Background: an optimization exercise with open tools, aiming at small area, a short achievable clock period and few clock cycles per item. Do not read the settings as production practice.
In this exercise RTL edits were held to simulation tests only and were not proved equivalent to the original.
Power figures rest on the tool's default switching activity, not on a simulated workload.

==> flow/design.v (outline; a module is shown in full before it is edited, if it fits) <==
// module top_module: 3272 lines
// module fa_cell: 4 lines
// module xnor_cell: 3 lines
// module or_cell: 3 lines
module top_module(clk, reset, INIT, READY, DONE,
                  input_ram_en, input_ram_addr, input_ram_data,
                  filter_rom_en, filter_rom_addr, filter_rom_data,
                  conv_valid, conv_out);
  // ...
==> flow/flow/run.sh <==
#!/bin/bash
# Layout flow: the standard ORFS flow (standard.sh), with these changes:
#  - synthesis and floorplan run first with SETUP_SLACK_MARGIN=0 (the floorplan's
#    timing repair, which sees no wires yet, then upsizes less); the later
#    steps use config.mk's margin;
#  - port buffers: at the start of global placement, flow/pre_gpl.tcl removes the
#    synthesis buffers (as the standard flow does there) and puts a
#    sky130_fd_sc_hd__buf_4 on every input port and a sky130_fd_sc_hd__buf_1 on every
#    output port, in place of the standard buffer_ports call; they are kept through
#    the step's own remove_buffers and released for timing repair by
#    flow/post_gpl.tcl;
#  - clock tree synthesis arguments: -sink_clustering_enable -repair_clock_nets -dont_use_dummy_load -buf_list sky130_fd_sc_hd__clkbuf_8 -sink_clustering_size 15 -sink_clustering_max_diameter 60
# make's output goes to flow_make_floorplan.log and flow_make.log in the work
# folder; ORFS also keeps each step's own log under orfs/logs/.
set -euo pipefail
export CTS_ARGS="-sink_clustering_enable -repair_clock_nets -dont_use_dummy_load -buf_list sky130_fd_sc_hd__clkbuf_8 -sink_clustering_size 15 -sink_clustering_max_diameter 60"
ARGS=("DONT_BUFFER_PORTS=1" "PRE_GLOBAL_PLACE_TCL=$PWD/flow/pre_gpl.tcl" "POST_GLOBAL_PLACE_TCL=$PWD/flow/post_gpl.tcl" "CTS_ARGS=$CTS_ARGS")
bash standard.sh "${ARGS[@]}" "SETUP_SLACK_MARGIN=0" floorplan > flow_make_floorplan.log 2>&1
bash standard.sh "${ARGS[@]}" finish > flow_make.log 2>&1
==> flow/flow/post_gpl.tcl <==
# Let timing repair resize the port buffers again.
unset_dont_touch [get_cells {input* output*}]
==> flow/flow/pre_gpl.tcl <==
# Buffer every input and output port (the standard flow's buffer_ports, with chosen cells).
remove_buffers
buffer_ports -inputs -buffer_cell sky130_fd_sc_hd__buf_4
buffer_ports -outputs -buffer_cell sky130_fd_sc_hd__buf_1
set_dont_touch [get_cells {input* output*}]
puts "port buffers: [llength [get_cells {input* output*}]]"
==> flow/standard.sh <==
#!/bin/bash
# synth_recipe.tcl (not shown) runs the flow's synth.tcl, then flattens the netlist and writes it again
# the make line also repeats each setting of config.mk as NAME=value (left out here)
make -C /OpenROAD-flow-scripts/flow DESIGN_CONFIG=/design/flow/config.mk WORK_HOME=/design/flow/orfs CLKGATE_MAP_FILE= SYNTH_SCRIPT=/design/flow/synth_recipe.tcl "${@:-finish}"
==> flow/config.mk <==
export PLATFORM = sky130hd
export DESIGN_NAME = top_module
export DESIGN_NICKNAME = top_module
export VERILOG_FILES = /design/flow/design.v
export SDC_FILE = /design/flow/constraint.sdc
export NUM_CORES = 4
export LEC_CHECK = 0
export CAP_MARGIN = 20
export CORE_MARGIN = 2
export CORE_UTILIZATION = 55
export PLACE_DENSITY = 0.75
export SETUP_SLACK_MARGIN = 3.5
export SLEW_MARGIN = 20
export SYNTH_HIERARCHICAL = 1
export SYNTH_MINIMUM_KEEP_SIZE = 0
==> flow/constraint.sdc <==
create_clock -name core_clock -period 6.0 [get_ports {clk}]
set_input_delay 1.2000 -clock core_clock [delete_from_list [all_inputs] [get_ports {clk}]]
set_output_delay 1.2000 -clock core_clock [all_outputs]
set_load 0.01 [all_outputs]
==> flow_metrics.tcl, run 1 <==
set metrics [dict create \
    max-cap-violations 0 \
    synth_mux_area_share_pct 0 \
    r2r_cells 10 \
    maxSlewViolCount 0 \
    leakage_nw 8.323 \
    numCtsBuffers 29 \
    initial_core_util_pct 55.66 \
    setup_tns_ns 0 \
    switching_power_mw 4.635 \
    nets 2439 \
    wl_met1_um 21360 \
    track_usage_pct 31.32 \
    outcome "complete, no violations" \
    timing_hold_violations_final 0 \
    fin_crit_sh_pct 42.35 \
    cp_num_cells 10 \
    holdWs_ns 0.3333 \
    rsz0062_at_grt "yes" \
    die_area_mm2 0.03960 \
    final.clkbuf_count 29 \
    rr_endpoint "acc[15]" \
    num_vias 13220 \
    clock_power_mw 1.17 \
    cts_tree "yes" \
    synthCells 1724 \
    routed.top_layer "met5" \
    required_ns 6.56 \
    grt_overflow 0 \
    synth_common_cells "nand2_1, fa_1, dfxtp_1" \
    drive_above_1_share_pct 12.34 \
    synth_seq_cells 352 \
    crit_arrival_ns 3.10 \
]
Testbench counts, summed over its fixed seeds: cycles 8,320, items 4,112.
==> run 2: changes to the inputs <==
==> flow/flow/run.sh (replaced) <==
#!/bin/bash
# Layout flow: the standard ORFS flow (standard.sh), with these changes:
#  - port buffers: at the start of global placement, flow/pre_gpl.tcl removes the
#    synthesis buffers (as the standard flow does there) and puts a
#    sky130_fd_sc_hd__buf_4 on every input port and a sky130_fd_sc_hd__buf_1 on every
#    output port, in place of the standard buffer_ports call; they are kept through
#    the step's own remove_buffers and released for timing repair by
#    flow/post_gpl.tcl;
#  - clock tree synthesis arguments: -sink_clustering_enable -repair_clock_nets -dont_use_dummy_load -buf_list sky130_fd_sc_hd__clkbuf_8 -sink_clustering_size 15 -sink_clustering_max_diameter 60
# The whole make output goes to flow_make.log in the work folder; ORFS also keeps
# each step's own log under orfs/logs/.
set -euo pipefail
export CTS_ARGS="-sink_clustering_enable -repair_clock_nets -dont_use_dummy_load -buf_list sky130_fd_sc_hd__clkbuf_8 -sink_clustering_size 15 -sink_clustering_max_diameter 60"
bash standard.sh "DONT_BUFFER_PORTS=1" "PRE_GLOBAL_PLACE_TCL=$PWD/flow/pre_gpl.tcl" "POST_GLOBAL_PLACE_TCL=$PWD/flow/post_gpl.tcl" "CTS_ARGS=$CTS_ARGS" finish > flow_make.log 2>&1
--- a/flow/config.mk
+++ b/flow/config.mk
@@ -9,7 +9,7 @@
 export CORE_MARGIN = 2
 export CORE_UTILIZATION = 55
 export PLACE_DENSITY = 0.75
-export SETUP_SLACK_MARGIN = 3.5
+export SETUP_SLACK_MARGIN = 3.6
 export SLEW_MARGIN = 20
 export SYNTH_HIERARCHICAL = 1
 export SYNTH_MINIMUM_KEEP_SIZE = 0
==> run 2 against run 1 <==
Compared with the run above: critical path type unchanged; area after synthesis is the same; count of clock-buffer cells in the layout is 2 higher; global-route usage grew 1.9 points; clock skew shrank 0.0078 ns; via count is 2.5% lower; final cell count grew 0.17%; total power increased by 2.0%; final area increased by 6.0%; sequential share of layout area fell by 1.7 points; worst hold slack worse by 0.00060 ns; still clean on timing, DRC and antenna.
==> flow_metrics.tcl, run 2 <==
set metrics [dict create \
    r2r_slack_ns 3.52 \
    drive_above_1_share_pct 35.80 \
    grt_start_max_net_pins 16 \
    endpoint "acc[15]" \
    synth_ff_type "dfxtp_1" \
    htree_levels 1 \
    synth_seq_cells 352 \
    r2r_cells 10 \
    fin_ws_ns 3.520 \
    synth_area_mm2 0.02091 \
    power_density_mw_per_mm2 473.3 \
    drt_wl_total_um 62440 \
    leakage_nw 8.745 \
    sw_frac_of_total_pct 40.73 \
    critPathLaunch "g_q" \
    ant_nets 0 \
    required_ns 6.51 \
    rr_endpoint "acc[15]" \
    maxSlewHeadroom_pct 75.18 \
    drc 0 \
    holdWs_ns 0.3327 \
    multi_input_area_mm2 0.01483 \
    max-cap-violations 0 \
    critPathMaxFanout 4 \
    cts_tree "yes" \
    cts_max_path_buffers 3 \
    intPower_mw 6.800 \
    num_vias 12880 \
    max_freq_mhz 403.2 \
    outcome "complete, no violations" \
    viasPerCell 5.581 \
    crit_type "reg2reg" \
    rsz0062_at_grt "yes" \
    clk_pin_slew_ns 0.09 \
    firstDrtPassIters 8 \
    p_clk_share_pct 10.6 \
    maxSlewViolCount 0 \
    fin_util_pct 64.50 \
    worstMarginPinSlew_ns 0.3698 \
    die_area_mm2 0.03960 \
    timing_hold_violations_final 0 \
    synthArstFlopShare_pct 0 \
    yosys.cell_types.count 47 \
    grt_pass1_wl_um 91320 \
    layout_commonest_cell "nand2_1" \
    portBuffers 166 \
    min_period_ns 2.480 \
    grt_pass1_vias 14480 \
    cp-start-kind "flip-flop" \
    initial_core_util_pct 55.66 \
    skew_ns 0.05369 \
    core.rowCount 71 \
    min_path_type "reg2reg" \
    synthCells 1724 \
    ff_latch_area_mm2 0.007081 \
    largest_reg_flops 20 \
    crit_arrival_ns 2.99 \
    ys_seq_area_share_pct 33.69 \
    cts-root-buf "clkbuf_8" \
    hpwl_um 51920 \
    vdd_ir_drop_max_mv 0.2948 \
    end_kind "flip-flop" \
    regMostFlops "acc" \
    synth_largest_area_cell "fa_1" \
    switching_power_mw 4.672 \
    wire_per_inst_um 27.05 \
    numCtsBuffers 31 \
    synth_common_cells "nand2_1, fa_1, dfxtp_1" \
    setup_tns_ns 0 \
    grt_overflow 0 \
    r2r_start "g_q" \
    syn_nets 2370 \
    drt_iter0_markers 814 \
    setup_viol 0 \
    die_w_um 199 \
    pwr-share-seq_pct 32.2 \
    power_mw 11.47 \
    reg.largest.list "acc x20, rd_addr x10" \
    pin_count 167 \
    antenna_found_initial 5 \
    cts_hold_buf 0 \
    clk_latency_ns 0.64 \
    synth_area_leaders "fa_1, dfxtp_1, nand2_1, clkbuf_1, ha_1" \
    avgSynthCellArea_um2 12.13 \
    nets 2444 \
    synth_edf_count 0 \
    p_comb_share_pct 57.2 \
    netlist.area_leader.share_pct 47.29 \
    fin_crit_sh_pct 41.34 \
    clock_sinks 352 \
    syn_to_final_growth_pct 15.90 \
    track_usage_pct 33.24 \
    synth.most_common_cell "nand2_1" \
    layout_common_cells "nand2_1, dfxtp_1, fa_1" \
    dp_worst_setup_slack_ns 2.989 \
    fill_cells 2760 \
    core_mm2 0.03758 \
    yosys_warnings 7 \
    fp.dieH_um 199 \
]
==> run 2: cell count changes in the layout (fill, tap and decap cells not counted), sizes merged <==
cell / delta
buf: -3
diode: -1
clkbuf: +8
==> run 2: modules after synthesis (local to each module, per instance) <==
module | cells | area, um^2 | times used
xnor_cell | 1 | 8.758 | 11
or_cell | 1 | 6.256 | 11
top_module | 1209 | 10880 | 1
fa_cell | 1 | 20.02 | 493
==> run 2: through the flow <==
step	cells	area (um^2)
6_report	2308	24240
5_1_grt	2307	24240
4_1_cts	2304	24050
3_5_place_dp	2265	23370
3_3_place_gp	2265	23370
2_1_floorplan	1724	24330
==> run 2: worst max-delay path, cell delays in order (launching register included) <==
cell and delay [ns]:
dfxtp_4 0.38, buf_12 0.12, nand2_4 0.04, fa_1 0.48
ha_4 0.31, o211a_1 0.18, o31ai_4 0.11, a211o_1 0.31
nand3b_1 0.16, a31oi_1 0.13, xor2_1 0.15
==> run 2: cell type report <==
cell class              instances  share of cell area (%)
diodes                          1                 0.01032
well taps                     511                   2.638
inverters                       8                  0.1239
repair buffers                177                   5.069
flip-flops and latches        352                   29.21
clock buffers                  31                   1.760
multi-input cells            1228                   61.19
==> run 2: power groups by stage <==
| stage | sequential, mW | clock, mW | combinational [mW] |
|---|---|---|---|
| 2_1_floorplan | 3.67 | 0 | 4.17 |
| 3_3_place_gp | 3.72 | 0 | 5.78 |
| 3_5_place_dp | 3.76 | 0 | 6.01 |
| 4_1_cts | 3.70 | 1.24 | 6.26 |
| 5_1_grt | 3.78 | 1.31 | 7.41 |
| 6_report | 3.70 | 1.22 | 6.56 |
==> run 2: how the worst min path moves through the flow <==
stage | startpoint | endpoint | slack [ns] | cells after the start
floorplan | k1_1099 | k2_1636 | 0.31 | 0
global placement | k2_1636 | k3_1756 | 0.31 | 0
detailed placement | k2_1636 | k3_1756 | 0.31 | 0
CTS | k2_1636 | k3_1756 | 0.33 | 0
global route | k2_1640 | k3_1760 | 0.34 | 0
finish | k2_1640 | k3_1760 | 0.33 | 0
==> run 2: kinds of logic (layout without fill, tap and decap cells) <==
group / Yosys count / count (layout) / synth area share [%]
AOI/OAI and AO/OA: 56 / 56 / 1.884
xor gates and xnor gates: 36 / 36 / 1.508
adders and majority gates: 515 / 515 / 48.54
buffers and inverters: 144 / 216 / 2.632
DFF: 352 / 352 / 33.69
other: 0 / 1 / 0
and+or+nand+nor: 621 / 621 / 11.74
==> run 2: per-layer routing <==
metal,track usage [%],vias to the layer above,routed length [um]
met5,0,-,36
met4,14.01,6,2897
met3,7.562,168,5520
met2,55.22,666,30190
met1,42.35,6732,23790
li1,-,5308,-
==> run 2: what timing repair did <==
item                       4_1_cts  5_1_grt
gates resized for setup         59       50
pin swaps                       16       18
setup buffers                    8        3
setup endpoints to repair       33       30
==> run 3: changes to the inputs <==
--- a/flow/config.mk
+++ b/flow/config.mk
@@ -9,7 +9,7 @@
 export CORE_MARGIN = 2
 export CORE_UTILIZATION = 55
 export PLACE_DENSITY = 0.75
-export SETUP_SLACK_MARGIN = 3.6
+export SETUP_SLACK_MARGIN = 3.7
 export SLEW_MARGIN = 20
 export SYNTH_HIERARCHICAL = 1
 export SYNTH_MINIMUM_KEEP_SIZE = 0
==> run 3 against run 2 <==
Compared with the run above: still clean on timing, DRC and antenna; global-route usage down 1.0 points; critical path depth unchanged; sequential share of layout area fell by 1.2 points; core utilization increased by 3.3 points; final area up 5.2%; critical endpoint is now acc[16]; largest power group unchanged.
==> flow_metrics.tcl, run 3 <==
set metrics [dict create \
    grt_pass1_wl_um 89400 \
    yosys.cell_types.count 47 \
    crit_arrival_ns 3.04 \
    synth_seq_cells 352 \
    drive_above_1_share_pct 49.31 \
    crit_family "compound AO/OA/AOI/OAI gates" \
    synthArstFlopShare_pct 0 \
    min_period_ns 2.509 \
    synth_edf_count 0 \
    clock_sinks 352 \
    cpPeakStageDelay_ns 0.53 \
    max_freq_mhz 398.5 \
    ant_nets 0 \
    clk_latency_ns 0.62 \
    cts-root-buf "clkbuf_8" \
    layout_commonest_cell "fa_2" \
    grt_pass1_vias 14590 \
    drc 0 \
    required_ns 6.53 \
    pin_count 167 \
    nets 2463 \
    maxSlewHeadroom_pct 69.52 \
    initial_core_util_pct 55.66 \
    r2r_slack_ns 3.49 \
    clk_pin_slew_ns 0.09 \
    netlist.area_leader.share_pct 47.29 \
    worstMarginPinSlew_ns 0.4545 \
    drt_wl_total_um 61260 \
    synth.most_common_cell "nand2_1" \
    rsz0062_at_grt "yes" \
    max-cap-violations 0 \
    drt_iter0_markers 838 \
    syn_nets 2370 \
    cp_num_buf_inv 1 \
    cts_tree "yes" \
    synth_ff_type "dfxtp_1" \
    critPathMaxFanout 5 \
    end_kind "flip-flop" \
    outcome "complete, no violations" \
    skew_ns 0.04698 \
    timing.critical_path.cells "buf_12 -> nand2_4 -> fa_1 -> ha_4 -> o211ai_4 -> a21oi_4 -> o2111ai_4 -> a21oi_4 -> o41ai_2 -> xnor2_1" \
    hpwl_um 50420 \
    numCtsBuffers 31 \
    fin_util_pct 67.85 \
    die_area_mm2 0.03960 \
    leakage_nw 9.229 \
    r2r_cells 10 \
    fin_ws_ns 3.491 \
    crit_type "reg2reg" \
    ys_seq_area_share_pct 33.69 \
    htree_levels 1 \
    maxSlewViolCount 0 \
    regMostFlops "acc" \
    yosys_warnings 7 \
    firstDrtPassIters 7 \
    cts_max_path_buffers 3 \
    die_w_um 199 \
    avgSynthCellArea_um2 12.13 \
    synthCells 1724 \
    grt_overflow 0 \
    num_vias 12830 \
    wire_per_inst_um 26.33 \
    layout_common_cells "fa_2, nand2_1, dfxtp_1" \
    vdd_ir_drop_max_mv 0.2431 \
    portBuffers 166 \
    syn_to_final_growth_pct 21.90 \
    fin_area_mm2 0.02549 \
    fp.dieH_um 199 \
    track_usage_pct 32.24 \
    timing_hold_violations_final 0 \
    dp_worst_setup_slack_ns 3.035 \
    synth_area_mm2 0.02091 \
    synth_largest_area_cell "fa_1" \
    slowest_stage "fa_1" \
    synth_common_cells "nand2_1, fa_1, dfxtp_1" \
    min_path_type "reg2reg" \
    cp-start-kind "flip-flop" \
    power_density_mw_per_mm2 469.5 \
    antenna_found_initial 4 \
    fin_crit_sh_pct 41.82 \
    core.rowCount 71 \
    hold_depth 0 \
    largest_reg_flops 20 \
    cp_num_cells 10 \
    postPlaceCellArea_mm2 0.02393 \
    reg.largest.list "acc x20, rd_addr x10" \
    crit_top_cell "a21oi_4" \
    synth_area_leaders "fa_1, dfxtp_1, nand2_1, clkbuf_1, ha_1" \
    grt_start_max_net_pins 16 \
    setup_tns_ns 0 \
    power_mw 11.97 \
    viasPerCell 5.515 \
    core_mm2 0.03758 \
    setup_viol 0 \
]
## run 3: cell types whose count changed in the layout (fill, tap and decap cells not counted), sizes merged
cell and delta:
clkbuf -3, buf +22
## run 3: stage by stage
stage	hold WS, ns	std cells
6_report	0.3214	2327
3_3_place_gp	0.3129	2265
3_5_place_dp	0.3135	2265
5_1_grt	0.3386	2326
2_1_floorplan	0.3096	1724
4_1_cts	0.3303	2313
## run 3: cell families (layout without fill, tap and decap cells)
family | Yosys count | after routing | synth area share (%)
flip-flops | 352 | 352 | 33.69
AND/OR/NAND/NOR | 621 | 621 | 11.74
adder cells (fa/ha/maj) | 515 | 515 | 48.54
other | 0 | 1 | 0
buffers and inverters | 144 | 235 | 2.632
XOR/XNOR | 36 | 36 | 1.508
AO/OA/AOI/OAI | 56 | 56 | 1.884
## run 3: worst paths after layout
path,startpoint,to
worst max-delay path,g_q,acc[16]
worst min-delay path,k1_1099,k2_1636
worst max register to register,g_q,acc[16]
worst min register to register,k1_1099,k2_1636
## run 3: metal layers
metal | share of wire [%] | vias up | global-route usage, % | wire (um)
met2 | 49 | 609 | 52.97 | 29880
met4 | 4.0 | 4 | 12.47 | 2440
met3 | 9.2 | 137 | 9.410 | 5662
met5 | 0.16 | - | 1.533 | 97
met1 | 38 | 6720 | 40.50 | 23180
li1 | - | 5363 | - | -
## run 3: final cells by class
cell class                 instances  area, um^2
inverter                           8       30.03
sequential                       352        7138
fill                            2668       12080
antenna                            1       2.502
multi-input combinational       1228       15550
tap                              511       639.4
timing repair buffer             196        1710
clock buffer                      31       426.7
## run 3: where the power goes
group	switching (mW)	internal [mW]
clock	0.748	0.458
combinational	3.60	3.40
sequential	0.486	3.27
total	4.84	7.13
## run 3: timing repair
| action | in CTS | in global routing |
|---|---|---|
| resized for setup | 163 | 125 |
| endpoints found under the hold margin | 0 | 0 |
| setup endpoints to repair | 79 | 80 |
| pin swaps | 33 | 44 |
| hold buffers | 0 | 0 |
| gates cloned | 0 | 1 |
| buffers inserted | 17 | 12 |
## run 3: modules after synthesis, one instance, submodules excluded
| module | copies in the design | flip-flops and latches |
|---|---|---|
| fa_cell | 493 | 0 |
| or_cell | 11 | 0 |
| top_module | 1 | 352 |
| xnor_cell | 11 | 0 |
==> run 4: changes to the inputs <==
--- a/flow/config.mk
+++ b/flow/config.mk
@@ -7,9 +7,9 @@
 export LEC_CHECK = 0
 export CAP_MARGIN = 20
 export CORE_MARGIN = 2
-export CORE_UTILIZATION = 55
-export PLACE_DENSITY = 0.75
-export SETUP_SLACK_MARGIN = 3.7
+export CORE_UTILIZATION = 50
+export PLACE_DENSITY = 0.7
+export SETUP_SLACK_MARGIN = 3.5
 export SLEW_MARGIN = 20
 export SYNTH_HIERARCHICAL = 1
 export SYNTH_MINIMUM_KEEP_SIZE = 0
==> run 4 against run 3 <==
Compared with the run above: still clean; worst hold slack worse by 0.034 ns; sequential power about the same; setup slack better by 0.023 ns; clock skew up 0.014 ns.
==> flow_metrics.tcl, run 4 <==
set metrics [dict create \
    outcome "complete, no violations" \
    power_mw 11.65 \
    cts_hold_buf 0 \
    synthArstFlopShare_pct 0 \
    timing_hold_violations_final 0 \
    synth_largest_area_cell "fa_1" \
    worstMarginPinSlew_ns 0.4399 \
    initial_core_util_pct 50.99 \
    cts-root-buf "clkbuf_8" \
    synthCells 1724 \
    drt_iter0_markers 1024 \
    power_density_mw_per_mm2 491.0 \
    die_area_mm2 0.04348 \
    nets 2449 \
    fin_area_mm2 0.02372 \
    synth_seq_cells 352 \
    viasPerCell 5.511 \
    synth.most_common_cell "nand2_1" \
    hpwl_um 50730 \
    synth_area_leaders "fa_1, dfxtp_1, nand2_1, clkbuf_1, ha_1" \
    dp_worst_setup_slack_ns 2.977 \
    synth_common_cells "nand2_1, fa_1, dfxtp_1" \
    antenna_found_initial 4 \
    netlist.area_leader.share_pct 47.29 \
    critPathMaxFanout 1 \
    fin_ws_ns 3.514 \
    layout_commonest_cell "nand2_1" \
    yosys.cell_types.count 47 \
    min_path_type "reg2reg" \
    syn_nets 2370 \
    regMostFlops "acc" \
    met1_usage_pct 36.36 \
    max-cap-violations 0 \
    htree_levels 2 \
    setup_viol 0 \
    grt_start_max_net_pins 16 \
    fin_crit_sh_pct 41.43 \
    synth_edf_count 0 \
    cts_tree "yes" \
    wire_per_inst_um 26.33 \
    skew_ns 0.06090 \
    pin_count 167 \
    cp-start-kind "flip-flop" \
    layout_common_cells "nand2_1, dfxtp_1, fa_1" \
    clk_latency_ns 0.61 \
    ant_nets 0 \
    use_met3_pct 9.449 \
    grt_pass1_vias 14900 \
    avgSynthCellArea_um2 12.13 \
    maxSlewHeadroom_pct 70.49 \
    leakage_nw 8.532 \
    max_freq_mhz 402.3 \
    reg.largest.list "acc x20, rd_addr x10" \
    drt_wl_total_um 61430 \
    crit_type "reg2reg" \
    numCtsBuffers 36 \
    ys_seq_area_share_pct 33.69 \
    stdcell_count 2333 \
    grt_pass1_wl_um 91080 \
    drc 0 \
    required_ns 6.45 \
    core_mm2 0.04102 \
    synth_ff_type "dfxtp_1" \
    yosys_warnings 7 \
    crit_arrival_ns 2.94 \
    core.rowCount 74 \
    syn_to_final_growth_pct 13.43 \
    die_w_um 208.5 \
    drive_above_1_share_pct 25.26 \
    r2r_start "k1_1268" \
    vdd_ir_drop_max_mv 0.3045 \
    fill_cells 3358 \
    end_kind "flip-flop" \
    clock_sinks 352 \
    clk_pin_slew_ns 0.10 \
    place_inst 2286 \
    portBuffers 166 \
    grt.busiest_layer "met2" \
    grt_overflow 0 \
    num_vias 12860 \
    num_antenna_cells 0 \
    min_from "k2_1695" \
    setup_tns_ns 0 \
    track_usage_pct 29.30 \
    use_met2_pct 47.93 \
    postPlaceCellArea_mm2 0.02285 \
    maxSlewViolCount 0 \
    fp.dieH_um 208.5 \
    min_period_ns 2.486 \
    firstDrtPassIters 5 \
    cts_max_path_buffers 3 \
    largest_reg_flops 20 \
    critPathLaunch "k1_1268" \
    rsz0062_at_grt "yes" \
    synth_area_mm2 0.02091 \
]
==> run 4: Yosys stat by module, one instance, submodules excluded <==
module | flip-flops and latches | cells | copies in the design | area [um^2]
fa_cell | 0 | 1 | 493 | 20.02
or_cell | 0 | 1 | 11 | 6.256
top_module | 352 | 1209 | 1 | 10880
xnor_cell | 0 | 1 | 11 | 8.758
==> run 4: what timing repair did <==
action | CTS | global route
resized for setup | 16 | 47
pin swaps | 5 | 22
setup endpoints to repair | 18 | 12
gates cloned | 0 | 1
setup buffers | 4 | 6
==> run 4: cell families (layout without fill, tap and decap cells) <==
family | after synthesis | in the layout | share of synthesized area [%]
AOI/OAI and AO/OA | 56 | 56 | 1.884
xor gates and xnor gates | 36 | 36 | 1.508
adders and majority gates | 515 | 515 | 48.54
buffers and inverters | 144 | 221 | 2.632
DFF | 352 | 352 | 33.69
and+or+nand+nor | 621 | 621 | 11.74
==> run 4: per-layer routing <==
metal	vias to the layer above	share of wire, %
met5	-	0.22
met1	6732	38
met2	651	47
met3	155	10
met4	6	3.9
li1	5314	-
==> run 4: metrics by stage <==
stage | hold slack, ns | utilization, %
6_report | 0.2871 | 57.84
4_1_cts | 0.2953 | 57.14
2_1_floorplan | 0.3096 | -
5_1_grt | 0.2945 | 57.84
3_5_place_dp | 0.3136 | 55.70
3_3_place_gp | 0.3116 | 55.70
==> run 4: final timing paths <==
path	to	depth (start not counted)	slack [ns]
setup reg to reg	k2_1686	4	3.51
hold reg to reg	k3_1784	0	0.29
hold / removal	k3_1784	0	0.29
setup / recovery	k2_1686	4	3.51
==> run 4: cell type report <==
cell class,count,area [um^2],area share [%]
Clock buffer,36,495.5,2.089
Inverter,8,30.03,0.1266
Multi-Input combinational cell,1228,14250,60.08
Sequential cell,352,7056,29.74
Tap cell,532,665.6,2.806
Timing Repair Buffer,177,1222,5.153
==> run 4: power breakdown <==
group | leakage [nW] | switching, mW | internal [mW]
combinational | 5.32 | 3.49 | 3.10
clock | 0.259 | 0.795 | 0.536
sequential | 2.95 | 0.475 | 3.26
total | 8.53 | 4.76 | 6.89
==> run 4: worst max-delay path, stage by stage, from the launching register on <==
cell and delay (ns):
dfxtp_1 0.38, fa_1 0.54, fa_1 0.46, fa_1 0.41, fa_1 0.53
==> run 5: changes to the inputs <==
--- a/flow/config.mk
+++ b/flow/config.mk
@@ -7,8 +7,8 @@
 export LEC_CHECK = 0
 export CAP_MARGIN = 20
 export CORE_MARGIN = 2
-export CORE_UTILIZATION = 50
-export PLACE_DENSITY = 0.7
+export CORE_UTILIZATION = 60
+export PLACE_DENSITY = 0.8
 export SETUP_SLACK_MARGIN = 3.5
 export SLEW_MARGIN = 20
 export SYNTH_HIERARCHICAL = 1
==> run 5 against run 4 <==
Compared with the run above: sequential power about the same; clock skew down 0.021 ns; final cell count down 3.6%; critical endpoint is now acc[16]; worst hold slack better by 0.014 ns; critical path type unchanged; still clean; via count up 3.1%; non-clock buffer count down 5; routed wire length down 3.1%; core utilization up 10 points; synthesized cell count unchanged; largest power group unchanged.
==> flow_metrics.tcl, run 5 <==
set metrics [dict create \
    drt_iter0_markers 1295 \
    skew_ns 0.03951 \
    postPlaceCellArea_mm2 0.02275 \
    yosys_warnings 7 \
    cp_num_buf_inv 0 \
    crit_family "compound AO/OA/AOI/OAI gates" \
    max_freq_mhz 403.6 \
    crit_top_cell "a21oi_4" \
    critPathMaxFanout 7 \
    synth_edf_count 0 \
    crit_arrival_ns 2.92 \
    core.rowCount 68 \
    layout_common_cells "nand2_1, dfxtp_1, fa_1" \
    drt_wl_total_um 59550 \
    cts_max_path_buffers 3 \
    synth_area_leaders "fa_1, dfxtp_1, nand2_1, clkbuf_1, ha_1" \
    ys_seq_area_share_pct 33.69 \
    synth_common_cells "nand2_1, fa_1, dfxtp_1" \
    nets 2443 \
    worstMarginPinSlew_ns 0.3999 \
    grt_overflow 0 \
    fin_crit_sh_pct 41.30 \
    netlist.area_leader.share_pct 47.29 \
    fin_area_mm2 0.02351 \
    setup_tns_ns 0 \
    regMostFlops "acc" \
    die_w_um 190.7 \
    drive_above_1_share_pct 24.51 \
    slowest_stage "fa_1" \
    core_mm2 0.03446 \
    die_area_mm2 0.03637 \
    num_vias 13260 \
    timing_hold_violations_final 0 \
    track_usage_pct 34.39 \
    synthCells 1724 \
    grt_pass1_vias 14960 \
    viasPerCell 5.892 \
    reg.largest.list "acc x20, rd_addr x10" \
    power_mw 11.52 \
    numCtsBuffers 35 \
    cts_hold_buf 0 \
    cpPeakStageDelay_ns 0.54 \
    layout_commonest_cell "nand2_1" \
    htree_levels 2 \
    min_path_type "reg2reg" \
    setup_viol 0 \
    rsz0062_at_grt "yes" \
    pin_count 167 \
    yosys.cell_types.count 47 \
    drc 0 \
    grt_pass1_wl_um 89820 \
    syn_nets 2370 \
    avgSynthCellArea_um2 12.13 \
    synth_seq_cells 352 \
    largest_reg_flops 20 \
    fp.dieH_um 190.7 \
    wire_per_inst_um 26.47 \
    grt_start_max_net_pins 16 \
    num_antenna_cells 0 \
    hpwl_um 48830 \
    syn_to_final_growth_pct 12.42 \
    cp-start-kind "flip-flop" \
    outcome "complete, no violations" \
    max-cap-violations 0 \
    clk_latency_ns 0.57 \
    portBuffers 166 \
    end_kind "flip-flop" \
    synthArstFlopShare_pct 0 \
    maxSlewViolCount 0 \
    cts-root-buf "clkbuf_8" \
    clock_sinks 352 \
    synth.most_common_cell "nand2_1" \
    min_period_ns 2.478 \
    maxSlewHeadroom_pct 73.18 \
    vdd_ir_drop_max_mv 0.4419 \
    synth_largest_area_cell "fa_1" \
    synth_area_mm2 0.02091 \
    antenna_found_initial 3 \
    timing.critical_path.cells "nand2_2 -> fa_1 -> ha_4 -> o211ai_4 -> a21oi_4 -> o2111ai_4 -> a21oi_4 -> o41ai_2 -> xnor2_1" \
    ant_nets 0 \
    power_density_mw_per_mm2 489.8 \
    cts_tree "yes" \
    firstDrtPassIters 6 \
    synth_ff_type "dfxtp_1" \
    leakage_nw 8.481 \
    crit_type "reg2reg" \
    required_ns 6.44 \
    initial_core_util_pct 60.69 \
    clk_pin_slew_ns 0.08 \
]
## run 5: cell types whose count changed in the layout (fill, tap and decap cells not counted), moves of 2 or more
cell	before	now
ha_2	6	2
buf_4	138	135
ha_1	6	9
o21ai_1	3	6
a21oi_1	8	10
dfxtp_1	347	349
dfxtp_2	4	2
o21ai_2	2	0
## run 5: timing repair
item                                    CTS  global route
gates resized for setup                  10            44
buffers inserted                          1             5
endpoints found under the setup margin   16            12
pin swaps                                 4            13
## run 5: Yosys stat by module (local to each module, per instance)
module | copies in the design | cells | cell area, um^2
fa_cell | 493 | 1 | 20.02
or_cell | 11 | 1 | 6.256
top_module | 1 | 1209 | 10880
xnor_cell | 11 | 1 | 8.758
## run 5: final cells by class
cell class / instances / area (um^2)
clock buffer: 35 / 481.7
sequential: 352 / 7053
inverter: 8 / 30.03
tap: 455 / 569.3
fill: 2519 / 10950
timing repair buffer: 172 / 1164
multi-input combinational: 1228 / 14210
## run 5: power breakdown
group / internal, mW / switching (mW) / total, mW
logic: 3.05 / 3.42 / 6.47
clock network: 0.523 / 0.794 / 1.32
registers: 3.26 / 0.473 / 3.73
## run 5: logic make-up (layout without fill, tap and decap cells)
group | Yosys count | in the layout | share of synthesized area [%]
XOR/XNOR | 36 | 36 | 1.508
flip-flops | 352 | 352 | 33.69
AO/OA/AOI/OAI | 56 | 56 | 1.884
buffers and inverters | 144 | 215 | 2.632
AND/OR/NAND/NOR | 621 | 621 | 11.74
adder cells (fa/ha/maj) | 515 | 515 | 48.54
## run 5: worst paths after layout
path                              start  endpoint  slack [ns]  cells after the start
worst max-delay path                g_q   acc[16]        3.52                      9
worst min-delay path            k2_1695   k3_1784        0.30                      0
worst max register to register      g_q   acc[16]        3.52                      9
worst min register to register  k2_1695   k3_1784        0.30                      0
## run 5: metrics by stage
stage | utilization [%] | cells | setup WS, ns | hold slack, ns
after floorplan | - | 1724 | 3.263 | 0.3096
after global placement | 66.03 | 2209 | 3.086 | 0.3138
after detailed placement | 66.03 | 2209 | 3.039 | 0.3135
after CTS | 67.56 | 2245 | 3.480 | 0.3095
after global routing | 68.23 | 2250 | 3.448 | 0.3072
final | 68.23 | 2250 | 3.522 | 0.3010
## run 5: metal layers
layer	global-route usage (%)	wire (um)	vias to the layer above
met5	0	27	-
met4	12.22	2319	4
met3	10.56	7130	186
met2	56.34	28380	945
met1	43.69	21700	6809
li1	-	-	5313
==> run 6: changes to the inputs <==
--- a/flow/config.mk
+++ b/flow/config.mk
@@ -7,9 +7,10 @@
 export LEC_CHECK = 0
 export CAP_MARGIN = 20
 export CORE_MARGIN = 2
-export CORE_UTILIZATION = 60
-export PLACE_DENSITY = 0.8
+export CORE_UTILIZATION = 55
+export PLACE_DENSITY = 0.75
 export SETUP_SLACK_MARGIN = 3.5
 export SLEW_MARGIN = 20
 export SYNTH_HIERARCHICAL = 1
 export SYNTH_MINIMUM_KEEP_SIZE = 0
+export TNS_END_PERCENT = 5
==> run 6 against run 5 <==
Compared with the run above: core utilization down 6.0 points; routed wire length down 0.41%; sequential cell count unchanged; combinational power down 3%; die area up 8.9%.
==> flow_metrics.tcl, run 6 <==
set metrics [dict create \
    dp_worst_setup_slack_ns 2.895 \
    hpwl_um 49450 \
    max_freq_mhz 399.8 \
    grt_start_max_net_pins 16 \
    wire_per_inst_um 25.71 \
    largest_reg_flops 20 \
    grt_pass1_wl_um 87930 \
    antenna_found_initial 2 \
    max-cap-violations 0 \
    clock_sinks 352 \
    syn_to_final_growth_pct 11.83 \
    fin_ws_ns 3.499 \
    critPathMaxFanout 1 \
    crit_family "adder cells" \
    power_density_mw_per_mm2 484.4 \
    yosys_warnings 7 \
    fin_area_mm2 0.02339 \
    setup_tns_ns 0 \
    synth_area_leaders "fa_1, dfxtp_1, nand2_1, clkbuf_1, ha_1" \
    grt_overflow 0 \
    numCtsBuffers 35 \
    regMostFlops "acc" \
    crit_arrival_ns 2.91 \
    cpPeakStageDelay_ns 0.57 \
    synth_common_cells "nand2_1, fa_1, dfxtp_1" \
    ant_nets 0 \
    core.rowCount 71 \
    yosys.cell_types.count 47 \
    synth_seq_cells 352 \
    power_mw 11.33 \
    clk_pin_slew_ns 0.08 \
    maxSlewHeadroom_pct 71.67 \
    track_usage_pct 31.26 \
    pin_count 167 \
    layout_common_cells "nand2_1, fa_1, dfxtp_1" \
    required_ns 6.41 \
    crit_type "reg2reg" \
    viasPerCell 5.657 \
    end_kind "flip-flop" \
    stdcell_count 2307 \
    synth_ff_type "dfxtp_1" \
    skew_ns 0.05891 \
    die_area_mm2 0.03960 \
    maxSlewViolCount 0 \
    slowest_stage "fa_1" \
    r2r_start "k1_1234" \
    num_vias 13050 \
    setup_viol 0 \
    clk_latency_ns 0.57 \
    core_mm2 0.03758 \
    min_path_type "reg2reg" \
    critPathLaunch "k1_1234" \
    rsz0062_at_grt "yes" \
    cp-start-kind "flip-flop" \
    fill_cells 2878 \
    synth_edf_count 0 \
    cts_hold_buf 0 \
    layout_commonest_cell "nand2_1" \
    fp.dieH_um 199 \
    grt_pass1_vias 14480 \
    cts-root-buf "clkbuf_8" \
    crit_top_cell "fa_1" \
    netlist.area_leader.share_pct 47.29 \
    synthArstFlopShare_pct 0 \
    die_w_um 199 \
    synth.most_common_cell "nand2_1" \
    synthCells 1724 \
    drive_above_1_share_pct 22.13 \
    vdd_ir_drop_max_mv 0.2826 \
    synth_area_mm2 0.02091 \
    portBuffers 166 \
    htree_levels 2 \
    drt_wl_total_um 59310 \
    cp_num_buf_inv 0 \
    synth_largest_area_cell "fa_1" \
    outcome "complete, no violations" \
    min_from "k2_1695" \
    drc 0 \
    reg.largest.list "acc x20, rd_addr x10" \
    drt_iter0_markers 1151 \
    ys_seq_area_share_pct 33.69 \
    nets 2442 \
    firstDrtPassIters 6 \
    leakage_nw 8.416 \
    avgSynthCellArea_um2 12.13 \
    fin_util_pct 62.24 \
    place_inst 2265 \
    fin_crit_sh_pct 41.68 \
    syn_nets 2370 \
    cts_tree "yes" \
    postPlaceCellArea_mm2 0.02266 \
    min_period_ns 2.501 \
    timing_hold_violations_final 0 \
    holdWs_ns 0.3303 \
    worstMarginPinSlew_ns 0.4224 \
    timing.critical_path.cells "fa_1 -> fa_1 -> fa_1 -> fa_1" \
    cts_max_path_buffers 3 \
    initial_core_util_pct 55.66 \
]
## run 6: cell count changes in the layout (fill, tap and decap cells not counted), sizes merged
cell and delta:
buf -1, diode +2
## run 6: routing by layer
layer	global-route usage [%]	share of wire (%)	wire length, um
met5	0	0	0
met4	9.978	3.1	1832
met1	40.99	38	22660
met2	51.59	48	28400
met3	7.850	11	6407
## run 6: modules after synthesis (local to each module, per instance)
module | cells | times used | area, um^2
top_module | 1209 | 1 | 10880
or_cell | 1 | 11 | 6.256
xnor_cell | 1 | 11 | 8.758
fa_cell | 1 | 493 | 20.02
## run 6: area by class of cell
| class | instances | area (um^2) | area share, % |
|---|---|---|---|
| antenna | 2 | 5.005 | 0.02140 |
| tap | 511 | 639.4 | 2.734 |
| inverter | 8 | 30.03 | 0.1284 |
| multi-input combinational | 1228 | 14020 | 59.96 |
| clock buffer | 35 | 481.7 | 2.060 |
| sequential | 352 | 7052 | 30.15 |
| timing repair buffer | 171 | 1156 | 4.943 |
## run 6: final timing paths
kind                   to  slack [ns]  depth (start not counted)
setup / recovery  k2_1670        3.50                          4
hold / removal    k3_1784        0.33                          0
setup reg to reg  k2_1670        3.50                          4
hold reg to reg   k3_1784        0.33                          0
## run 6: kinds of logic (layout without fill, tap and decap cells)
| family | Yosys count | count (layout) | synth area share (%) |
|---|---|---|---|
| buffers and inverters | 144 | 214 | 2.632 |
| and+or+nand+nor | 621 | 621 | 11.74 |
| DFF | 352 | 352 | 33.69 |
| adders and majority gates | 515 | 515 | 48.54 |
| other | 0 | 2 | 0 |
| xor gates and xnor gates | 36 | 36 | 1.508 |
| AOI/OAI and AO/OA | 56 | 56 | 1.884 |
## run 6: repair_timing
item,CTS,global route
endpoints found under the setup margin,15,12
pin swaps,4,11
gates resized for setup,10,35
buffers inserted,3,2
## run 6: report_power, final
| group | switching [mW] | total [mW] | internal (mW) | leakage [nW] |
|---|---|---|---|---|
| clock | 0.784 | 1.31 | 0.523 | 0.252 |
| sequential | 0.486 | 3.74 | 3.26 | 2.95 |
| combinational | 3.36 | 6.28 | 2.92 | 5.22 |
==> run 7: changes to the inputs <==
--- a/flow/config.mk
+++ b/flow/config.mk
@@ -13,4 +13,3 @@
 export SLEW_MARGIN = 20
 export SYNTH_HIERARCHICAL = 1
 export SYNTH_MINIMUM_KEEP_SIZE = 0
-export TNS_END_PERCENT = 5
==> run 7 against run 6 <==
Compared with the run above: global-route usage grew 0.17 points; non-clock buffer count shrank 1; register-to-register slack gained 0.03 ns; clock skew grew 0.0047 ns; setup slack gained 0.028 ns; worst hold slack lost 0.015 ns; die area is the same; combinational power grew 3.3%; critical path type unchanged; final area grew 0.68%; largest power group unchanged; first-iteration DRC count shrank 7.0%; largest cell class unchanged; highest routed layer is now met5.
==> flow_metrics.tcl, run 7 <==
set metrics [dict create \
    use_met3_pct 8.054 \
    stdcell_count 2304 \
    hpwl_um 48960 \
    setup_viol 0 \
    intPower_mw 6.800 \
    rsz0062_at_grt "yes" \
    grt_pass1_wl_um 88330 \
    regMostFlops "acc" \
    cp-start-kind "flip-flop" \
    max-cap-violations 0 \
    holdWs_ns 0.3150 \
    synth_ff_type "dfxtp_1" \
    fp.dieH_um 199 \
    initial_core_util_pct 55.66 \
    postPlaceCellArea_mm2 0.02282 \
    synth_area_leaders "fa_1, dfxtp_1, nand2_1, clkbuf_1, ha_1" \
    syn_nets 2370 \
    clk_pin_slew_ns 0.09 \
    p_clk_share_pct 11.2 \
    p_comb_share_pct 56.5 \
    min_period_ns 2.473 \
    core.rowCount 71 \
    clk_latency_ns 0.58 \
    worstMarginPinSlew_ns 0.4105 \
    crit_arrival_ns 2.89 \
    syn_to_final_growth_pct 12.60 \
    min_path_type "reg2reg" \
    antenna_found_initial 4 \
    setup_tns_ns 0 \
    fin_area_mm2 0.02355 \
    yosys_warnings 7 \
    die_area_mm2 0.03960 \
    layout_commonest_cell "nand2_1" \
    cts-root-buf "clkbuf_8" \
    use_met2_pct 51.88 \
    synth_largest_area_cell "fa_1" \
    nets 2440 \
    drive_above_1_share_pct 24.67 \
    drt_iter0_markers 1070 \
    maxSlewViolCount 0 \
    grt_start_max_net_pins 16 \
    layout_common_cells "nand2_1, dfxtp_1, fa_1" \
    leakage_nw 8.460 \
    portBuffers 166 \
    skew_ns 0.06359 \
    cts_tree "yes" \
    viasPerCell 5.693 \
    crit_type "reg2reg" \
    fin_util_pct 62.67 \
    avgSynthCellArea_um2 12.13 \
    netlist.area_leader.share_pct 47.29 \
    end_kind "flip-flop" \
    die_w_um 199 \
    met1_usage_pct 40.32 \
    grt.busiest_layer "met2" \
    fin_crit_sh_pct 41.21 \
    reg.largest.list "acc x20, rd_addr x10" \
    wire_per_inst_um 25.58 \
    core_mm2 0.03758 \
    pwr-share-seq_pct 32.4 \
    ant_nets 0 \
    critPathMaxFanout 1 \
    synth.most_common_cell "nand2_1" \
    numCtsBuffers 34 \
    synth_compound_area_share_pct 1.885 \
    synth_top_family_by_area "adder cells" \
    clock_sinks 352 \
    pin_count 167 \
    synth_edf_count 0 \
    synth-adder-area-share_pct 48.54 \
    drt_wl_total_um 58940 \
    largest_reg_flops 20 \
    synth_area_mm2 0.02091 \
    synth_seq_cells 352 \
    drc 0 \
    grt_overflow 0 \
    synthCells 1724 \
    synth_xor_area_share_pct 1.508 \
    yosys.cell_types.count 47 \
    track_usage_pct 31.44 \
    timing_hold_violations_final 0 \
    outcome "complete, no violations" \
    sw_frac_of_total_pct 40.85 \
    place_inst 2265 \
    maxSlewHeadroom_pct 72.45 \
    synth_common_cells "nand2_1, fa_1, dfxtp_1" \
    power_density_mw_per_mm2 488.2 \
    required_ns 6.42 \
    grt_pass1_vias 14760 \
    max_freq_mhz 404.4 \
    synthArstFlopShare_pct 0 \
    cts_max_path_buffers 3 \
    firstDrtPassIters 5 \
    ys_seq_area_share_pct 33.69 \
    switching_power_mw 4.696 \
    htree_levels 2 \
    num_vias 13120 \
    vdd_ir_drop_max_mv 0.2275 \
    synthSimpleGateAreaFrac_pct 11.74 \
    synth_mux_area_share_pct 0 \
]
[run 7: cell types whose count changed in the layout (fill, tap and decap cells not counted), sizes merged]
| cell | delta |
|---|---|
| diode | -1 |
| clkbuf | -1 |
| buf | -1 |
[run 7: worst paths after layout]
check	from	cells past startpoint	slack, ns	endpoint
max	k1_1210	4	3.53	k2_1669
min	k2_1695	0	0.32	k3_1784
max reg2reg	k1_1210	4	3.53	k2_1669
min reg2reg	k2_1695	0	0.32	k3_1784
[run 7: layout make-up]
cell class / instances / area [um^2]
diodes: 1 / 2.502
clock buffers: 34 / 467.9
fillers: 2879 / 14030
inverters: 8 / 30.03
multi-input cells: 1228 / 14210
flip-flops and latches: 352 / 7054
well taps: 511 / 639.4
repair buffers: 170 / 1145
[run 7: critical path, cell delays in order (launching register included)]
cell and delay (ns):
dfxtp_1 0.41, fa_2 0.51, fa_1 0.44, fa_1 0.48, fa_1 0.49
[run 7: through the flow]
stage                     setup slack [ns]  power [mW]
after floorplan                      3.263       7.756
after global placement               3.060       9.500
after detailed placement             3.006       9.811
after CTS                            3.480       11.14
after global routing                 3.462       12.46
final                                3.527       11.50
[run 7: logic make-up after synthesis]
logic type	Yosys count
buf+inv	144
fa+ha+maj	515
compound gates	56
xor+xnor	36
flops	352
simple gates	621
[run 7: routing by layer]
layer	vias up	wire, um
li1	5297	-
met1	6826	21820
met2	831	28420
met3	160	6346
met4	2	2347
met5	-	13
[run 7: power groups by stage]
stage | combinational, mW | sequential, mW | clock [mW]
after floorplan | 4.09 | 3.67 | 0
after global placement | 5.75 | 3.75 | 0
after detailed placement | 6.03 | 3.78 | 0
after CTS | 6.10 | 3.73 | 1.31
after global routing | 7.27 | 3.80 | 1.39
final | 6.49 | 3.72 | 1.28
[run 7: repair_timing]
action,4_1_cts,5_1_grt
endpoints found under the hold margin,0,0
resized for setup,11,41
setup buffers,3,1
setup endpoints to repair,13,13
cloned,0,0
pin swaps,3,8
hold buffers,0,0
[run 7: Yosys stat by module, one instance, submodules excluded]
module	cells	copies in the design	area (um^2)
fa_cell	1	493	20.02
or_cell	1	11	6.256
top_module	1209	1	10880
xnor_cell	1	11	8.758
==> run 8: changes to the inputs <==
--- a/flow/flow/run.sh
+++ b/flow/flow/run.sh
@@ -2,7 +2,7 @@
 # Layout flow: the standard ORFS flow (standard.sh), with these changes:
 #  - port buffers: at the start of global placement, flow/pre_gpl.tcl removes the
 #    synthesis buffers (as the standard flow does there) and puts a
-#    sky130_fd_sc_hd__buf_4 on every input port and a sky130_fd_sc_hd__buf_1 on every
+#    sky130_fd_sc_hd__buf_2 on every input port and a sky130_fd_sc_hd__buf_1 on every
 #    output port, in place of the standard buffer_ports call; they are kept through
 #    the step's own remove_buffers and released for timing repair by
 #    flow/post_gpl.tcl;
==> flow/flow/pre_gpl.tcl (replaced) <==
# Buffer every input and output port (the standard flow's buffer_ports, with chosen cells).
remove_buffers
buffer_ports -inputs -buffer_cell sky130_fd_sc_hd__buf_2
buffer_ports -outputs -buffer_cell sky130_fd_sc_hd__buf_1
set_dont_touch [get_cells {input* output*}]
puts "port buffers: [llength [get_cells {input* output*}]]"
==> run 8 against run 7 <==
Compared with the run above: sequential cell count unchanged; final area shrank 1.1%; final cell count rose by 0.13%; via count up 0.47%; synthesized cell count is the same; sequential power hardly changed; core utilization is 0.71 points lower; register-to-register slack improved by 0.02 ns; highest routed layer unchanged; sequential share of layout area grew 0.34 points; combinational power decreased by 1%; die area did not move; count of clock-buffer cells in the layout rose by 1.
==> flow_metrics.tcl, run 8 <==
set metrics [dict create \
    grt_start_max_net_pins 16 \
    place_inst 2265 \
    fill_cells 2923 \
    initial_core_util_pct 55.66 \
    synth_common_cells "nand2_1, fa_1, dfxtp_1" \
    leakage_nw 8.373 \
    wire_per_inst_um 25.65 \
    synthArstFlopShare_pct 0 \
    fin_area_mm2 0.02328 \
    die_area_mm2 0.03960 \
    worstMarginPinSlew_ns 0.4642 \
    max_freq_mhz 401.5 \
    cts_tree "yes" \
    critPathMaxFanout 8 \
    drive_above_1_share_pct 24.55 \
    num_antenna_cells 0 \
    regMostFlops "acc" \
    crit_arrival_ns 2.89 \
    viasPerCell 5.712 \
    skew_ns 0.08115 \
    numCtsBuffers 35 \
    grt_pass1_vias 14770 \
    reg.largest.list "acc x20, rd_addr x10" \
    grt_pass1_wl_um 88760 \
    portBuffers 166 \
    antenna_found_initial 7 \
    timing_hold_violations_final 0 \
    min_period_ns 2.491 \
    setup_tns_ns 0 \
    nets 2444 \
    drt_iter0_markers 1248 \
    avgSynthCellArea_um2 12.13 \
    end_kind "flip-flop" \
    syn_to_final_growth_pct 11.33 \
    synth_area_mm2 0.02091 \
    cts_hold_buf 0 \
    grt_overflow 0 \
    yosys.cell_types.count 47 \
    pin_count 167 \
    setup_viol 0 \
    synth_edf_count 0 \
    drc 0 \
    synthCells 1724 \
    outcome "complete, no violations" \
    fp.dieH_um 199 \
    clk_pin_slew_ns 0.08 \
    maxSlewHeadroom_pct 68.84 \
    rsz0062_at_grt "yes" \
    fin_crit_sh_pct 41.51 \
    synth_area_leaders "fa_1, dfxtp_1, nand2_1, clkbuf_1, ha_1" \
    clock_sinks 352 \
    syn_nets 2370 \
    power_density_mw_per_mm2 490.0 \
    vdd_ir_drop_max_mv 0.2506 \
    postPlaceCellArea_mm2 0.02250 \
    layout_commonest_cell "nand2_1" \
    hold_depth 0 \
    clk_latency_ns 0.57 \
    track_usage_pct 31.58 \
    synth_ff_type "dfxtp_1" \
    ff_latch_area_mm2 0.007053 \
    multi_input_area_mm2 0.01422 \
    synth.most_common_cell "nand2_1" \
    drt_wl_total_um 59180 \
    required_ns 6.40 \
    synth_largest_area_cell "fa_1" \
    ant_nets 0 \
    hpwl_um 49390 \
    max-cap-violations 0 \
    cp-start-kind "primary input" \
    yosys_warnings 7 \
    min_path_type "reg2reg" \
    cts_max_path_buffers 3 \
    largest_reg_flops 20 \
    num_vias 13180 \
    core.rowCount 71 \
    maxSlewViolCount 0 \
    r2r_cells 9 \
    core_mm2 0.03758 \
    ys_seq_area_share_pct 33.69 \
    layout_common_cells "nand2_1, dfxtp_1, fa_1" \
    crit_type "in2reg" \
    htree_levels 2 \
    synth_seq_cells 352 \
    netlist.area_leader.share_pct 47.29 \
    stdcell_count 2307 \
    firstDrtPassIters 5 \
    die_w_um 199 \
    cts-root-buf "clkbuf_8" \
]
## run 8: cell counts after synthesis
No cell type changed its count.
## run 8: path summary, 6_finish.rpt
kind	start	end	slack, ns
setup reg to reg	g_q	acc[18]	3.55
hold / removal	k1_1100	k2_1637	0.33
setup / recovery	input_ram_data[18]	k1_1173	3.51
hold reg to reg	k1_1100	k2_1637	0.33
## run 8: modules after synthesis (local to each module, per instance)
| module | times used | cell area (um^2) |
|---|---|---|
| xnor_cell | 11 | 8.758 |
| fa_cell | 493 | 20.02 |
| top_module | 1 | 10880 |
| or_cell | 11 | 6.256 |
## run 8: worst max-delay path: stages
cell     delay (ns)
buf_2          0.29
nand2_1        0.16
fa_2           0.41
fa_2           0.37
fa_1           0.45
## run 8: layer usage
layer  part of all wire (%)  track usage [%]  wire (um)
met5                  0.042                0         25
met4                    4.4            12.52       2603
met3                     11            7.765       6374
met2                     48            52.90      28460
met1                     37            39.77      21710
## run 8: timing repair
item,CTS,global route
endpoints found under the setup margin,14,18
resized for setup,22,33
pin swaps,5,10
buffers inserted,5,2
## run 8: cells by family (layout without fill, tap and decap cells)
kind of cell / after synthesis / after routing / synth area share (%)
adder cells (fa/ha/maj): 515 / 515 / 48.54
XOR/XNOR: 36 / 36 / 1.508
flip-flops: 352 / 352 / 33.69
AO/OA/AOI/OAI: 56 / 56 / 1.884
buffers and inverters: 144 / 216 / 2.632
AND/OR/NAND/NOR: 621 / 621 / 11.74
## run 8: layout make-up
type | instances | share of cell area (%)
multi-input combinational | 1228 | 61.08
sequential | 352 | 30.29
timing repair buffer | 173 | 3.687
tap | 511 | 2.746
clock buffer | 35 | 2.069
inverter | 8 | 0.1290
## run 8: power breakdown
part	total, mW	switching, mW	leakage, nW	internal, mW
clock	1.30	0.778	0.252	0.523
combinational	6.40	3.40	5.17	3.00
sequential	3.71	0.454	2.95	3.26
total	11.4	4.63	8.37	6.78
## run 8: stage by stage
| step | hold WS (ns) | power, mW | setup slack, ns | util (%) |
|---|---|---|---|---|
| 6_report | 0.3310 | 11.41 | 3.509 | 61.96 |
| 5_1_grt | 0.3411 | 12.46 | 3.420 | 61.96 |
| 4_1_cts | 0.3306 | 11.19 | 3.496 | 61.57 |
| 3_5_place_dp | 0.3121 | 9.674 | 2.884 | 59.87 |
| 3_3_place_gp | 0.3116 | 9.397 | 2.948 | 59.87 |
| 2_1_floorplan | 0.3096 | 7.756 | 3.263 | - |
==> run 9: changes to the inputs <==
--- a/flow/config.mk
+++ b/flow/config.mk
@@ -8,6 +8,7 @@
 export CAP_MARGIN = 20
 export CORE_MARGIN = 2
 export CORE_UTILIZATION = 55
+export GPL_ROUTABILITY_DRIVEN = 0
 export PLACE_DENSITY = 0.75
 export SETUP_SLACK_MARGIN = 3.5
 export SLEW_MARGIN = 20
==> run 9 against run 8 <==
Compared with the run above: first-iteration DRC count increased by 2.0%; largest cell class unchanged; highest routed layer unchanged; non-clock buffer count decreased by 2; clock skew decreased by 0.029 ns; worst hold slack got worse by 0.0072 ns; final area decreased by 0.41%; core utilization decreased by 0.26 points; final cell count decreased by 0.26%.
==> flow_metrics.tcl, run 9 <==
set metrics [dict create \
    slowest_stage "fa_1" \
    drive_above_1_share_pct 24.13 \
    synth_compound_area_share_pct 1.885 \
    syn_nets 2370 \
    layout_common_cells "nand2_1, dfxtp_1, fa_1" \
    outcome "complete, no violations" \
    firstDrtPassIters 5 \
    netlist.area_leader.share_pct 47.29 \
    synthCells 1724 \
    fin_crit_sh_pct 41.67 \
    timing_hold_violations_final 0 \
    synth_largest_area_cell "fa_1" \
    rsz0062_at_grt "yes" \
    drc 0 \
    critPathMaxFanout 1 \
    synthSimpleGateAreaFrac_pct 11.74 \
    largest_reg_flops 20 \
    synth_ff_type "dfxtp_1" \
    vdd_ir_drop_max_mv 0.2524 \
    numCtsBuffers 31 \
    maxSlewViolCount 0 \
    worstMarginPinSlew_ns 0.4522 \
    syn_to_final_growth_pct 10.86 \
    synth_seq_cells 352 \
    crit_type "reg2reg" \
    synth_common_cells "nand2_1, fa_1, dfxtp_1" \
    reg.largest.list "acc x20, rd_addr x10" \
    yosys.cell_types.count 47 \
    clk_pin_slew_ns 0.09 \
    grt_pass1_vias 14740 \
    pin_count 167 \
    regMostFlops "acc" \
    crit_arrival_ns 2.98 \
    synth-adder-area-share_pct 48.54 \
    ant_nets 0 \
    layout_commonest_cell "nand2_1" \
    skew_ns 0.05260 \
    place_inst 2265 \
    cpPeakStageDelay_ns 0.67 \
    required_ns 6.48 \
    grt_start_max_net_pins 16 \
    num_antenna_cells 0 \
    cp-start-kind "flip-flop" \
    ys_seq_area_share_pct 33.69 \
    synth.most_common_cell "nand2_1" \
    htree_levels 1 \
    drt_iter0_markers 1273 \
    synthArstFlopShare_pct 0 \
    setup_tns_ns 0 \
    avgSynthCellArea_um2 12.13 \
    cts_hold_buf 0 \
    r2r_slack_ns 3.50 \
    end_kind "flip-flop" \
    stdcell_count 2301 \
    synth_edf_count 0 \
    timing.critical_path.cells "fa_1 -> fa_1 -> fa_1 -> fa_1" \
    crit_family "adder cells" \
    min_period_ns 2.500 \
    synth_top_family_by_area "adder cells" \
    nets 2438 \
    min_path_type "reg2reg" \
    cp_num_buf_inv 0 \
    yosys_warnings 7 \
    leakage_nw 8.333 \
    drt_wl_total_um 58880 \
    max_freq_mhz 400.0 \
    fp.dieH_um 199 \
    synth_area_mm2 0.02091 \
    die_area_mm2 0.03960 \
    core.rowCount 71 \
    crit_top_cell "fa_1" \
    hpwl_um 48850 \
    max-cap-violations 0 \
    synth_area_leaders "fa_1, dfxtp_1, nand2_1, clkbuf_1, ha_1" \
    portBuffers 166 \
    maxSlewHeadroom_pct 69.65 \
    grt_overflow 0 \
    setup_viol 0 \
    num_vias 13120 \
    viasPerCell 5.700 \
    synth_xor_area_share_pct 1.508 \
    grt_pass1_wl_um 88190 \
    cts_tree "yes" \
    initial_core_util_pct 55.66 \
    core_mm2 0.03758 \
    synth_mux_area_share_pct 0 \
    wire_per_inst_um 25.59 \
    cts_max_path_buffers 3 \
    die_w_um 199 \
    power_density_mw_per_mm2 489.4 \
    clock_sinks 352 \
    fill_cells 2883 \
    antenna_found_initial 3 \
    track_usage_pct 31.28 \
    cts-root-buf "clkbuf_8" \
    clk_latency_ns 0.63 \
]
## run 9: cell counts after synthesis
Identical to the previous run, type by type.
## run 9: path summary, 6_finish.rpt
path                              start  cells past startpoint       to
worst max-delay path            k1_1203                      4  k2_1665
worst min-delay path            k1_1099                      0  k2_1636
worst max register to register  k1_1203                      4  k2_1665
worst min register to register  k1_1099                      0  k2_1636
## run 9: cells by family after synthesis
family / Yosys count
DFF: 352
buffers and inverters: 144
and+or+nand+nor: 621
AOI/OAI and AO/OA: 56
adders and majority gates: 515
xor gates and xnor gates: 36
## run 9: where the power goes
part	switching (mW)	internal, mW	total (mW)
clock	0.761	0.458	1.22
sequential	0.461	3.25	3.72
combinational	3.43	2.99	6.41
## run 9: area by class of cell
class	instances	area, um^2	share of cell area (%)
clock buffers	31	426.7	1.840
inverters	8	30.03	0.1295
multi-input cells	1228	14210	61.28
flip-flops and latches	352	7056	30.43
well taps	511	639.4	2.758
repair buffers	171	827.0	3.567
## run 9: routing by layer
| metal | vias up | global-route usage, % | part of all wire (%) |
|---|---|---|---|
| li1 | 5293 | - | - |
| met1 | 6690 | 39.80 | 36 |
| met2 | 917 | 51.97 | 48 |
| met3 | 214 | 7.901 | 11 |
| met4 | 2 | 12.05 | 4.8 |
| met5 | - | 0 | 0.031 |
## run 9: Yosys stat by module (local to each module, per instance)
| module | flops+latches | cell area, um^2 | cells inside | copies in the design |
|---|---|---|---|---|
| top_module | 352 | 10880 | 1209 | 1 |
| xnor_cell | 0 | 8.758 | 1 | 11 |
| fa_cell | 0 | 20.02 | 1 | 493 |
| or_cell | 0 | 6.256 | 1 | 11 |
## run 9: through the flow
stage / hold slack, ns / setup slack, ns / instance area [um^2] / util, % / power [mW]
floorplan: 0.3096 / 3.263 / 23200 / - / 7.756
global placement: 0.3116 / 2.947 / 22500 / 59.87 / 9.398
detailed placement: 0.3138 / 2.937 / 22500 / 59.87 / 9.698
CTS: 0.3268 / 3.473 / 23060 / 61.36 / 11.06
global route: 0.3365 / 3.384 / 23190 / 61.70 / 12.32
finish: 0.3238 / 3.500 / 23190 / 61.70 / 11.35
## run 9: what timing repair did
action | 4_1_cts | 5_1_grt
gates resized for setup | 23 | 24
buffers inserted | 3 | 2
pin swaps | 5 | 7
endpoints found under the setup margin | 16 | 12
==> run 10: changes to the inputs <==
--- a/flow/config.mk
+++ b/flow/config.mk
@@ -8,7 +8,7 @@
 export CAP_MARGIN = 20
 export CORE_MARGIN = 2
 export CORE_UTILIZATION = 55
-export GPL_ROUTABILITY_DRIVEN = 0
+export GPL_TIMING_DRIVEN = 0
 export PLACE_DENSITY = 0.75
 export SETUP_SLACK_MARGIN = 3.5
 export SLEW_MARGIN = 20
==> run 10 against run 9 <==
Compared with the run above: final cell count up 0.26%; final area up 0.47%; critical endpoint is now k1_1122; sequential cell count unchanged; critical path type is now in2reg; core utilization up 0.29 points.
==> flow_metrics.tcl, run 10 <==
set metrics [dict create \
    r2r_cells 4 \
    wire_per_inst_um 25.72 \
    postPlaceCellArea_mm2 0.02250 \
    grt_pass1_vias 14860 \
    synth_edf_count 0 \
    end_kind "flip-flop" \
    antenna_found_initial 1 \
    portBuffers 166 \
    cts_hold_buf 0 \
    fp.dieH_um 199 \
    timing.critical_path.cells "buf_2 -> nand2_1 -> fa_2 -> fa_2 -> fa_1" \
    cts_max_path_buffers 3 \
    num_antenna_cells 0 \
    maxSlewViolCount 0 \
    grt_start_max_net_pins 16 \
    syn_nets 2370 \
    synth_common_cells "nand2_1, fa_1, dfxtp_1" \
    synth_area_mm2 0.02091 \
    yosys_warnings 7 \
    cpPeakStageDelay_ns 0.51 \
    fin_crit_sh_pct 41.80 \
    vdd_ir_drop_max_mv 0.2626 \
    layout_commonest_cell "nand2_1" \
    viasPerCell 5.723 \
    required_ns 6.43 \
    timing_hold_violations_final 0 \
    clk_pin_slew_ns 0.10 \
    whs_endpoint "k3_1760" \
    setup_tns_ns 0 \
    crit_arrival_ns 2.93 \
    numCtsBuffers 34 \
    netlist.area_leader.share_pct 47.29 \
    drive_above_1_share_pct 25.28 \
    hold_depth 0 \
    critPathMaxFanout 8 \
    synth_largest_area_cell "fa_1" \
    clock_sinks 352 \
    core.rowCount 71 \
    r2r_slack_ns 3.50 \
    max_freq_mhz 398.8 \
    cts-root-buf "clkbuf_8" \
    min_period_ns 2.508 \
    r2r_start "k1_1229" \
    hpwl_um 48300 \
    skew_ns 0.09051 \
    worstMarginPinSlew_ns 0.3490 \
    grt_pass1_wl_um 88940 \
    cp-start-kind "primary input" \
    layout_common_cells "nand2_1, dfxtp_1, fa_1" \
    setup_viol 0 \
    slowest_stage "fa_1" \
    synthCells 1724 \
    pin_count 167 \
    ys_seq_area_share_pct 33.69 \
    min_path_type "reg2reg" \
    firstDrtPassIters 5 \
    reg.largest.list "acc x20, rd_addr x10" \
    synth_seq_cells 352 \
    maxSlewHeadroom_pct 76.74 \
    synth_ff_type "dfxtp_1" \
    synth_area_leaders "fa_1, dfxtp_1, nand2_1, clkbuf_1, ha_1" \
    rr_endpoint "k2_1670" \
    crit_type "in2reg" \
    syn_to_final_growth_pct 11.38 \
    drt_iter0_markers 1042 \
    min_from "k2_1640" \
    die_area_mm2 0.03960 \
    clk_latency_ns 0.60 \
    fin_area_mm2 0.02329 \
    leakage_nw 8.370 \
    core_mm2 0.03758 \
    num_vias 13200 \
    cts_tree "yes" \
    nets 2444 \
    yosys.cell_types.count 47 \
    drc 0 \
    crit_top_cell "fa_2" \
    power_density_mw_per_mm2 496.3 \
    rsz0062_at_grt "yes" \
    track_usage_pct 31.70 \
    htree_levels 2 \
    max-cap-violations 0 \
    largest_reg_flops 20 \
    drt_wl_total_um 59330 \
    avgSynthCellArea_um2 12.13 \
    outcome "complete, no violations" \
    die_w_um 199 \
    regMostFlops "acc" \
    initial_core_util_pct 55.66 \
    ant_nets 0 \
    grt_overflow 0 \
    synthArstFlopShare_pct 0 \
    synth.most_common_cell "nand2_1" \
]
-- run 10: worst max path at each step --
stage	end	from	cells past startpoint	slack (ns)
floorplan	k1_1222	filter_rom_data[41]	5	3.26
global placement	k1_1281	filter_rom_data[5]	5	2.88
detailed placement	acc[18]	g_q	10	2.88
CTS	acc[15]	g_q	9	3.49
global route	acc[18]	g_q	9	3.46
finish	k1_1122	input_ram_data[0]	5	3.49
-- run 10: what timing repair did --
action / in CTS / in global routing
buffers inserted: 3 / 5
setup endpoints to repair: 20 / 20
cloned: 0 / 0
pin swaps: 6 / 18
gates resized for setup: 28 / 47
-- run 10: through the flow --
step | util (%) | setup WS, ns | std cells | power [mW] | hold slack [ns]
detailed placement | 59.87 | 2.879 | 2265 | 9.763 | 0.3121
global placement | 59.87 | 2.884 | 2265 | 9.371 | 0.3128
floorplan | - | 3.263 | 1724 | 7.756 | 0.3096
finish | 61.99 | 3.492 | 2307 | 11.56 | 0.3254
CTS | 61.48 | 3.489 | 2302 | 11.25 | 0.3253
global route | 61.99 | 3.462 | 2307 | 12.50 | 0.3380
-- run 10: kinds of logic after synthesis --
kind of cell             after synthesis  share of synthesized area [%]
buffers and inverters                144                          2.632
adder cells (fa/ha/maj)              515                          48.54
AO/OA/AOI/OAI                         56                          1.884
AND/OR/NAND/NOR                      621                          11.74
XOR/XNOR                              36                          1.508
flip-flops                           352                          33.69
-- run 10: layer usage --
layer  vias to the layer above  part of all wire (%)  wire length [um]  global-route usage, %
met4                         0                   4.6              2713                  12.88
met3                       213                    11              6402                  7.901
met5                         -                     0                 0                      0
met1                      6841                    36             21520                  39.86
li1                       5304                     -                 -                      -
met2                       844                    48             28690                  52.93
-- run 10: power by group --
part	total [mW]	internal (mW)	switching, mW	leakage (nW)
Sequential	3.74	3.26	0.486	2.95
Clock	1.30	0.508	0.788	0.244
Combinational	6.52	3.04	3.48	5.18
-- run 10: worst max-delay path: cells and delay by family --
kind	cells	cell delay, ns
fa+ha+maj	3	1.30
buf+inv	1	0.29
simple gates	1	0.14
-- run 10: Yosys stat by module, one instance, submodules excluded --
| module | cells inside | copies in the design | area, um^2 |
|---|---|---|---|
| top_module | 1209 | 1 | 10880 |
| fa_cell | 1 | 493 | 20.02 |
| xnor_cell | 1 | 11 | 8.758 |
| or_cell | 1 | 11 | 6.256 |
-- run 10: layout make-up --
class,count,area [um^2]
inverters,8,30.03
flip-flops and latches,352,7057
clock buffers,34,467.9
well taps,511,639.4
fillers,2895,14280
multi-input cells,1228,14220
repair buffers,174,879.6

static timing again, ports no longer ideal:
The results above use ideal ports. As a check the final layouts listed here were re-extracted and re-timed, cells and wires unchanged. Step 1 sets driving cells, clkbuf_16 on the clock port and buf_2 on the other inputs (assumed; they add their load-dependent delay and slew). Step 2 moves the port delays by t, midway between the first and last clock arrival at a register: inputs arrive t later, outputs are due t later. That takes back most of the time a late clock gives input paths. Slacks: no drivers / after step 1 / after step 2; pairs: no drivers / after step 1.
run	t (ns)	slack for setup (ns)	clock arrival spread, ns	worst slew at a driven data input, ns
run 1	0.641	3.459 / 3.459 / 2.894	0.064 / 0.063	0.04
run 2	0.665	3.520 / 3.520 / 2.985	0.059 / 0.060	0.05
run 3	0.645	3.491 / 3.491 / 3.062	0.051 / 0.051	0.07
run 4	0.633	3.514 / 3.514 / 3.053	0.073 / 0.073	0.05
run 5	0.599	3.522 / 3.522 / 3.004	0.042 / 0.041	0.05
run 6	0.597	3.499 / 3.499 / 3.026	0.061 / 0.061	0.08
run 7	0.602	3.527 / 3.527 / 2.990	0.070 / 0.070	0.05
run 8	0.581	3.509 / 3.536 / 2.955	0.086 / 0.087	0.04
run 9	0.655	3.500 / 3.500 / 2.895	0.058 / 0.058	0.04
run 10	0.604	3.492 / 3.504 / 2.915	0.092 / 0.092	0.04
After both steps every run listed still meets setup and hold. The setup slack of run 9, which loses most, moves by 0.000 ns with the drivers and by -0.605 ns with both steps.
